What follows belongs to an exercise in optimizing a design on an open flow for small area, a short achievable clock period and few clock cycles; a production flow would make more cautious choices. Only simulation tests tie the RTL to the original design; equivalence was not proved. Power figures rest on the tool's default switching activity, not on a simulated workload.

==> design/flow/design.v <==
module JAM (
    input CLK,
    input RST,
    output reg [2:0] W,
    output reg [2:0] J,
    input [6:0] Cost,
    output reg [3:0] MatchCount,
    output reg [9:0] MinCost,
    output Valid
);
    localparam [3:0] S_SCAN = 4'd0, S_SEL = 4'd1, S_AUG = 4'd2, S_TSET = 4'd3,
                     S_TIGHT = 4'd4, S_PEEL = 4'd5, S_RYS = 4'd6, S_DRAIN = 4'd7,
                     S_DONE = 4'd8;
    reg [3:0] state;
    reg signed [7:0] vp [0:7];    
    reg [7:0] pend;
    reg [7:0] mv [0:7];           
    reg [2:0] way [0:7];
    reg [7:0] wroot;
    reg [2:0] p [0:7];            
    reg [7:0] matched;
    reg [6:0] mc [0:7];           
    reg [7:0] used;
    reg [2:0] ph;                 
    reg [6:0] D;                  
    reg [6:0] Dp;                 
    reg signed [8:0] K;           
    reg signed [8:0] DK;          
    reg root;
    reg [2:0] j0;
    reg [7:0] todo;
    reg iss;                      
    reg lastA;                    
    reg vB, lastB, rootB;
    reg [6:0] cB;
    reg signed [9:0] preB;
    reg [2:0] jB;
    reg [7:0] mvB;
    reg [7:0] vpnB;
    reg [6:0] mcB;
    reg [2:0] kB;
    reg vC, lastC;
    reg [7:0] nmC;
    reg [8:0] eC;
    reg [7:0] vpnC;
    reg [2:0] jC;
    reg [7:0] best;
    reg [2:0] j1;
    reg signed [8:0] Kb;
    reg [7:0] vpcb;
    reg [2:0] tk;                 
    reg tn;
    reg [8:0] un;                 
    reg [63:0] T;                 
    reg [7:0] F;
    reg [7:0] S, cnt;
    reg [3:0] r [0:7];
    reg par, fpar;
    reg [3:0] prodR;
    reg negR, vR;
    assign Valid = (state == S_DONE);
    function [2:0] lowbit;
        input [7:0] m;
        begin
            if (m[0]) lowbit = 3'd0;
            else if (m[1]) lowbit = 3'd1;
            else if (m[2]) lowbit = 3'd2;
            else if (m[3]) lowbit = 3'd3;
            else if (m[4]) lowbit = 3'd4;
            else if (m[5]) lowbit = 3'd5;
            else if (m[6]) lowbit = 3'd6;
            else lowbit = 3'd7;
        end
    endfunction
    wire tmode = (state == S_TIGHT);
    wire first = (ph == 3'd0) & ~tmode;
    wire signed [7:0] vpJ = first ? 8'sd0 : vp[J];
    wire signed [8:0] addA = pend[J] ? (tmode ? DK : {2'b00, Dp}) : K;
    wire signed [9:0] preA = {{2{vpJ[7]}}, vpJ} + {addA[8], addA};
    wire signed [10:0] keyB = {4'b0000, cB} + {preB[9], preB};
    wire [7:0] keyc = (keyB[10:7] != 4'd0) ? 8'hFF : {1'b0, keyB[6:0]};
    wire updB = rootB | (keyc < mvB);
    wire [7:0] nmB = updB ? keyc : mvB;
    wire betterC = vC & (nmC < best);
    wire [7:0] nused = used | (8'd1 << j1);
    wire [7:0] ntodo = ~nused;
    wire [2:0] nJ = lowbit(ntodo);
    wire [2:0] wayJ = way[J];
    wire [2:0] wayway = way[wayJ];
    reg [7:0] F1, F2, rowo, colo;
    integer a, b;
    always @(*) begin
        for (a = 0; a < 8; a = a + 1) begin
            rowo[a] = 1'b0;
            colo[a] = 1'b0;
            for (b = 0; b < 8; b = b + 1) if (a != b) begin
                rowo[a] = rowo[a] | T[8*a+b];
                colo[a] = colo[a] | T[8*b+a];
            end
        end
        F1 = ~rowo | ~colo;
        for (a = 0; a < 8; a = a + 1) begin
            rowo[a] = 1'b0;
            colo[a] = 1'b0;
            for (b = 0; b < 8; b = b + 1) if (a != b) begin
                rowo[a] = rowo[a] | (T[8*a+b] & ~F1[b]);
                colo[a] = colo[a] | (T[8*b+a] & ~F1[b]);
            end
        end
        F2 = F1 | ~rowo | ~colo;
    end
    wire [7:0] cntn = ((cnt | F) + 8'd1) & ~F;
    wire [2:0] tb = lowbit(cntn);
    wire radd = ~S[tb];
    wire [3:0] f0 = F[0] ? 4'd1 : r[0];
    wire [3:0] f1 = F[1] ? 4'd1 : r[1];
    wire [3:0] f2 = F[2] ? 4'd1 : r[2];
    wire [3:0] f3 = F[3] ? 4'd1 : r[3];
    wire [3:0] f4 = F[4] ? 4'd1 : r[4];
    wire [3:0] f5 = F[5] ? 4'd1 : r[5];
    wire [3:0] f6 = F[6] ? 4'd1 : r[6];
    wire [3:0] f7 = F[7] ? 4'd1 : r[7];
    wire [3:0] m01 = f0 * f1;
    wire [3:0] m23 = f2 * f3;
    wire [3:0] m45 = f4 * f5;
    wire [3:0] m67 = f6 * f7;
    wire [3:0] m03 = m01 * m23;
    wire [3:0] m47 = m45 * m67;
    wire [3:0] prod = m03 * m47;
    integer i;
    always @(posedge CLK) begin
        vB <= 1'b0;
        lastB <= 1'b0;
        vC <= 1'b0;
        lastC <= 1'b0;
        vR <= 1'b0;
        if (RST) begin
            state <= S_SCAN;
            ph <= 3'd0;
            pend <= 8'd0;
            matched <= 8'd0;
            used <= 8'd0;
            D <= 7'd0;
            K <= 9'sd0;
            root <= 1'b1;
            best <= 8'hFF;
            W <= 3'd0;
            J <= 3'd0;
            todo <= 8'hFE;
            iss <= 1'b1;
            lastA <= 1'b0;
            MinCost <= 10'd0;
            MatchCount <= 4'd0;
        end else begin
            if (iss) begin
                vB <= 1'b1;
                lastB <= lastA;
                rootB <= root;
                cB <= Cost;
                preB <= preA;
                jB <= J;
                kB <= tk;
                mvB <= mv[J];
                vpnB <= root ? preA[7:0] : vpJ;
                mcB <= mc[J];
                if (root) begin
                    vp[J] <= preA[7:0];
                    pend[J] <= 1'b0;
                end
            end
            if (vB) begin
                if (tmode || state == S_PEEL) begin
                    T[{kB, jB}] <= (keyB == 11'sd0);
                end else begin
                    vC <= 1'b1;
                    lastC <= lastB;
                    nmC <= nmB;
                    eC <= {2'b00, mcB} + {vpnB[7], vpnB};
                    vpnC <= vpnB;
                    jC <= jB;
                    if (updB) begin
                        mv[jB] <= keyc;
                        way[jB] <= j0;
                        wroot[jB] <= rootB;
                    end
                end
            end
            if (betterC) begin
                best <= nmC;
                j1 <= jC;
                Kb <= {1'b0, nmC} - eC;
                vpcb <= vpnC - nmC;
            end
            case (state)
                S_SCAN: begin
                    if (iss) begin
                        if (lastA) iss <= 1'b0;
                        else begin
                            J <= lowbit(todo);
                            todo <= todo & ~(8'd1 << lowbit(todo));
                            lastA <= ((todo & ~(8'd1 << lowbit(todo))) == 8'd0);
                        end
                    end
                    if (lastC) state <= S_SEL;
                end
                S_SEL: begin
                    best <= 8'hFF;
                    D <= best[6:0];
                    if (matched[j1]) begin
                        used <= nused;
                        vp[j1] <= vpcb;
                        K <= Kb;
                        root <= 1'b0;
                        j0 <= j1;
                        W <= p[j1];
                        J <= nJ;
                        todo <= ntodo & ~(8'd1 << nJ);
                        lastA <= ((ntodo & ~(8'd1 << nJ)) == 8'd0);
                        iss <= 1'b1;
                        state <= S_SCAN;
                    end else begin
                        MinCost <= MinCost + best[6:0];
                        Dp <= best[6:0];
                        pend <= used;
                        J <= j1;
                        W <= wroot[j1] ? ph : p[way[j1]];
                        state <= S_AUG;
                    end
                end
                S_AUG: begin
                    mc[J] <= Cost;
                    p[J] <= W;
                    matched[J] <= 1'b1;
                    if (!wroot[J]) begin
                        J <= wayJ;
                        W <= wroot[wayJ] ? ph : p[wayway];
                    end else if (ph != 3'd7) begin
                        ph <= ph + 3'd1;
                        used <= 8'd0;
                        D <= 7'd0;
                        K <= 9'sd0;
                        root <= 1'b1;
                        W <= ph + 3'd1;
                        J <= 3'd0;
                        todo <= 8'hFE;
                        lastA <= 1'b0;
                        iss <= 1'b1;
                        state <= S_SCAN;
                    end else begin
                        root <= 1'b0;
                        tn <= 1'b0;
                        state <= S_TSET;
                    end
                end
                S_TSET: begin
                    tn <= 1'b1;
                    if (tn) begin
                        K <= 9'd0 - un;
                        DK <= {2'b00, Dp} - un;
                        tk <= 3'd0;
                        W <= p[3'd0];
                        J <= 3'd0;
                        todo <= 8'hFE;
                        lastA <= 1'b0;
                        iss <= 1'b1;
                        state <= S_TIGHT;
                    end
                end
                S_TIGHT: begin
                    if (iss) begin
                        if (J == 3'd7) begin
                            if (tk == 3'd7) iss <= 1'b0;
                            else begin
                                tk <= tk + 3'd1;
                                W <= p[tk + 3'd1];
                                J <= 3'd0;
                                K <= 9'd0 - un;
                                DK <= {2'b00, Dp} - un;
                            end
                        end else J <= J + 3'd1;
                    end else begin
                        state <= S_PEEL;
                    end
                end
                S_PEEL: begin
                    state <= S_RYS;
                    cnt <= 8'd0;
                    S <= 8'd0;
                    par <= 1'b0;
                    for (i = 0; i < 8; i = i + 1) r[i] <= 4'd0;
                    F <= F2;
                    fpar <= ^(~F2);
                    MatchCount <= 4'd0;
                end
                S_RYS: begin
                    vR <= 1'b1;
                    prodR <= prod;
                    negR <= par ^ fpar;
                    cnt <= cntn;
                    if (cntn == 8'd0) begin
                        state <= S_DRAIN;
                    end else begin
                        S[tb] <= radd;
                        par <= ~par;
                        for (i = 0; i < 8; i = i + 1)
                            r[i] <= radd ? r[i] + T[8*i+tb] : r[i] - T[8*i+tb];
                    end
                end
                S_DRAIN: state <= S_DONE;
                default: ;
            endcase
            if (vR) MatchCount <= negR ? MatchCount - prodR : MatchCount + prodR;
        end
    end
    wire [2:0] tsel = (state == S_TIGHT) ? tk + 3'd1 : 3'd0;
    wire signed [7:0] vpt = vp[tsel];
    always @(posedge CLK) begin
        un <= {2'b00, mc[tsel]} + {vpt[7], vpt} + (pend[tsel] ? {2'b00, Dp} : 9'd0);
    end
endmodule
==> design/flow/run.sh <==
#!/bin/bash
# synth_recipe.tcl (not shown) runs the flow's synth.tcl, then flattens the netlist and writes it again
# the make line also repeats each setting of config.mk as NAME=value (left out here)
make -C /OpenROAD-flow-scripts/flow DESIGN_CONFIG=/design/flow/config.mk WORK_HOME=/design/flow/orfs CLKGATE_MAP_FILE= SYNTH_SCRIPT=/design/flow/synth_recipe.tcl finish
==> design/flow/config.mk <==
export PLATFORM = sky130hd
export DESIGN_NAME = JAM
export DESIGN_NICKNAME = JAM
export VERILOG_FILES = /design/flow/design.v
export SDC_FILE = /design/flow/constraint.sdc
export NUM_CORES = 4
export LEC_CHECK = 0
export CAP_MARGIN = 20
export CORE_MARGIN = 2
export CORE_UTILIZATION = 40
export SLEW_MARGIN = 20
==> design/flow/constraint.sdc <==
create_clock -name core_clock -period 4.0 [get_ports {CLK}]
set_input_delay 0.8000 -clock core_clock [delete_from_list [all_inputs] [get_ports {CLK}]]
set_output_delay 0.8000 -clock core_clock [all_outputs]
set_load 0.01 [all_outputs]
==> run summary <==
## state kept, by name, indices dropped and copies added (netlist names), 24 cells and up, named ones only
register and flops:
T 64, way 24, vp 64, p 24, mc 56, r 32, mv 64
## critical path, stage by stage (launching register included)
cell	delay (ps)
edfxtp_1	370
ha_2	210
inv_2	50
fa_2	210
nor2b_2	50
o21ai_2	130
a21boi_2	90
o21ai_2	170
a21boi_2	80
or4_4	450
a211oi_4	260
or2_4	260
nand2_8	70
ha_4	230
a21o_1	150
a21o_1	180
a21oi_2	140
and4_4	240
nand2_2	70
a211oi_2	270
o21ai_1	120
buf_6	180
buf_12	140
nor3_4	150
buf_12	170
## metal layers
metal,routed length (µm),up-vias
met1,42900,12900
met5,0,-
met3,6590,206
met2,49300,1022
met4,4080,0
li1,-,12100
## cell type report
cell class / count / area, µm² / share of cell area [%]
clock inverters: 31 / 329 / 0.819
repair buffers: 332 / 2900 / 7.21
clock buffers: 90 / 1860 / 4.62
well taps: 1080 / 1350 / 3.36
diodes: 2 / 5.00 / 0.0125
inverters: 167 / 639 / 1.59
multi-input cells: 2194 / 16600 / 41.2
flip-flops and latches: 584 / 16500 / 41.2
## cells by family after synthesis
family	after synthesis	share of synthesized area [%]
and+or+nand+nor	926	13.1
AOI/OAI and AO/OA	758	14.9
adders and majority gates	175	7.06
buffers and inverters	314	3.72
DFF	584	49.3
xor gates and xnor gates	118	3.20
muxes	216	8.72
## timing repair
item / in CTS / in global routing
gates resized for setup: 25 / 99
gates cloned: 1 / 2
setup buffers: 19 / 31
endpoints found under the setup margin: 118 / 134
pin swaps: 21 / 53
## power breakdown
| part | internal (mW) | switching (mW) |
|---|---|---|
| clock | 3.61 | 2.59 |
| sequential | 7.41 | 0.485 |
| combinational | 2.76 | 3.62 |
| total | 13.8 | 6.70 |
## final timing paths
kind / end / depth (start not counted) / start
worst min-delay path: lastC / 1 / lastB
worst min register to register: lastC / 1 / lastB
worst max register to register: mv[6][6] / 24 / cB[0]
worst max-delay path: mv[6][6] / 24 / cB[0]
## metrics by stage
stage                     worst slack [ps]  util [%]  instances  hold slack [ps]  TNS [ps]
after floorplan                      -1280         -       3091              406   -111960
after global placement                -685      44.4       4309              415    -59760
after detailed placement              -761      44.4       4309              418    -66520
after CTS                             -636      47.4       4450              433    -54310
after global routing                  -897      48.2       4478              467    -81740
final                                 -717      48.3       4480              429    -63480
## placed cells by master (no fill, tap or decap), types with 21 or more instances in the layout
cell type	synthesis	layout
buf_4	4	266
nand2b_1	38	35
ha_1	150	133
inv_1	164	156
nor2_1	208	202
mux2i_1	82	82
clkdlybuf4s50_1	0	28
dfxtp_1	99	97
nand2_1	293	280
nand3_1	118	116
nor3_1	59	49
and2_1	24	22
nor2b_1	29	26
nor4_1	25	21
a21o_1	48	47
fa_1	24	23
mux2_2	80	80
clkbuf_16	0	71
a22oi_1	125	125
o21ai_0	202	198
mux4_2	46	46
xnor2_1	70	67
edfxtp_1	485	485
a31oi_1	22	22
nand4_1	33	33
xor2_1	45	44
a21oi_1	148	133
==> results.json <==
{
  "status": "failed layout checks",
  "violations": "negative setup slack",
  "grt_pass1_wl_um": 156000,
  "yosys_warnings": 2,
  "synthCells": 3091,
  "path_max_fanout": 11,
  "post-synth-top-count-cell": "edfxtp_1",
  "area_growth_pct": 19.8,
  "ir_drop_mv": 0.319,
  "die_height_um": 294,
  "firstDrtPassIters": 7,
  "io_pins": 30,
  "end_kind": "flop",
  "critPathArrivalTime_ps": 5050,
  "fin_crit_sh_pct": 118,
  "ys_ff_latch": 584,
  "synthDistinctLibCells": 103,
  "fin_skew_ps": 26.5,
  "grt_usage_pct": 23.6,
  "cts-root-buf": "clkbuf_16",
  "final_max_slew_viol_count": 0,
  "setup_viol": 105,
  "drive_gt1_share_pct": 20.2,
  "ys.flop_type": "edfxtp_1",
  "routed_wl_um": 103000,
  "path_clk_slew_ps": 60,
  "drc": 0,
  "clockBufferDepth": 3,
  "start_util_pct": 40.3,
  "place_area_um2": 37000,
  "fmax_mhz": 212,
  "synth.area.top_cells": "edfxtp_1 (43%), dfxtp_1 (5.9%), ha_1 (5.6%)",
  "design_area_um2": 40200,
  "hold_viol_final": 0,
  "p_per_area_nw_per_um2": 510,
  "drv_cap": 0,
  "cts-htree-levels": 3,
  "relSlewSlack_pct": 35.9,
  "fp-row-count": 106,
  "routedWlPerCell_um": 23.0,
  "viasPerCell": 5.85,
  "gr-max-usage-layer": "met2",
  "clk_latency_ps": 630,
  "async_reset_ff_share_pct": 0,
  "met3_usage_pct": 3.72,
  "core-area_um2": 83300,
  "synth_area_um2": 33600,
  "power_mw": 20.5,
  "cts_hold_buf": 0,
  "synth_top_cell_area_share_pct": 43.4,
  "dp_hpwl_um": 73100,
  "ys_seq_area_share_pct": 49.3,
  "ant_nets": 0,
  "p_leak_nw": 15.2,
  "synthTopCellsByCount": "edfxtp_1 (485), nand2_1 (293), nor2_1 (208)",
  "required_ps": 4330,
  "dieArea_um2": 86200,
  "setup_ws_ps": -717,
  "synth.net_count": 3274,
  "crit_type": "reg -> reg",
  "antenna_found_initial": 0,
  "syn_area_per_cell_um2": 10.9,
  "die_w_um": 294,
  "grt_overflow": 0,
  "cts.sinks": 584,
  "cts_tree": "built",
  "max_slew.worst_pin.slew_ps": 954,
  "nNetsFinal": 3529,
  "use_met1_pct": 30.8,
  "gp_congestion": 0.941,
  "drt_iter0_markers": 2874,
  "grt_max_degree": 71,
  "start_kind": "flop",
  "rrSetupSlack_ps": -720,
  "grt_use_met2_pct": 39.4,
  "layout_min_cycle_time_ps": 4720,
  "rsz0062_at_grt": "yes",
  "hold_path_class": "reg -> reg",
  "num_vias": 26200,
  "fillers": 7498,
  "yosys.area.top_type": "edfxtp_1",
  "cts-buffers-inserted": 67,
  "io_buffers": 29,
  "grt_pass1_vias": 25200,
  "synth_edf_count": 485
}
Testbench counts, summed over its fixed seeds: cycles 2,335.

-- port drivers added, routing unchanged --
No port has a modelled driver above. Below, the same layout with a new extraction and two added sets of constraints. Step 1, drivers: a clkbuf_16 drives CLK and a buf_2 each remaining input, both assumed. Step 2 moves the port delays by t, midway between the first and last clock arrival at a register: inputs arrive t later, outputs are due t later. That takes back most of the time a late clock gives input paths. Three values: ideal ports, drivers, drivers and shift; two values: the first two.
t, ns: 0.692
slack for setup (ns): -0.717 / -0.717 / -0.717
slew at the worst register clock pin (ns): 0.06 / 0.06
The setup slack of this run moves by 0.000 ns with the drivers and by 0.000 ns with both steps.
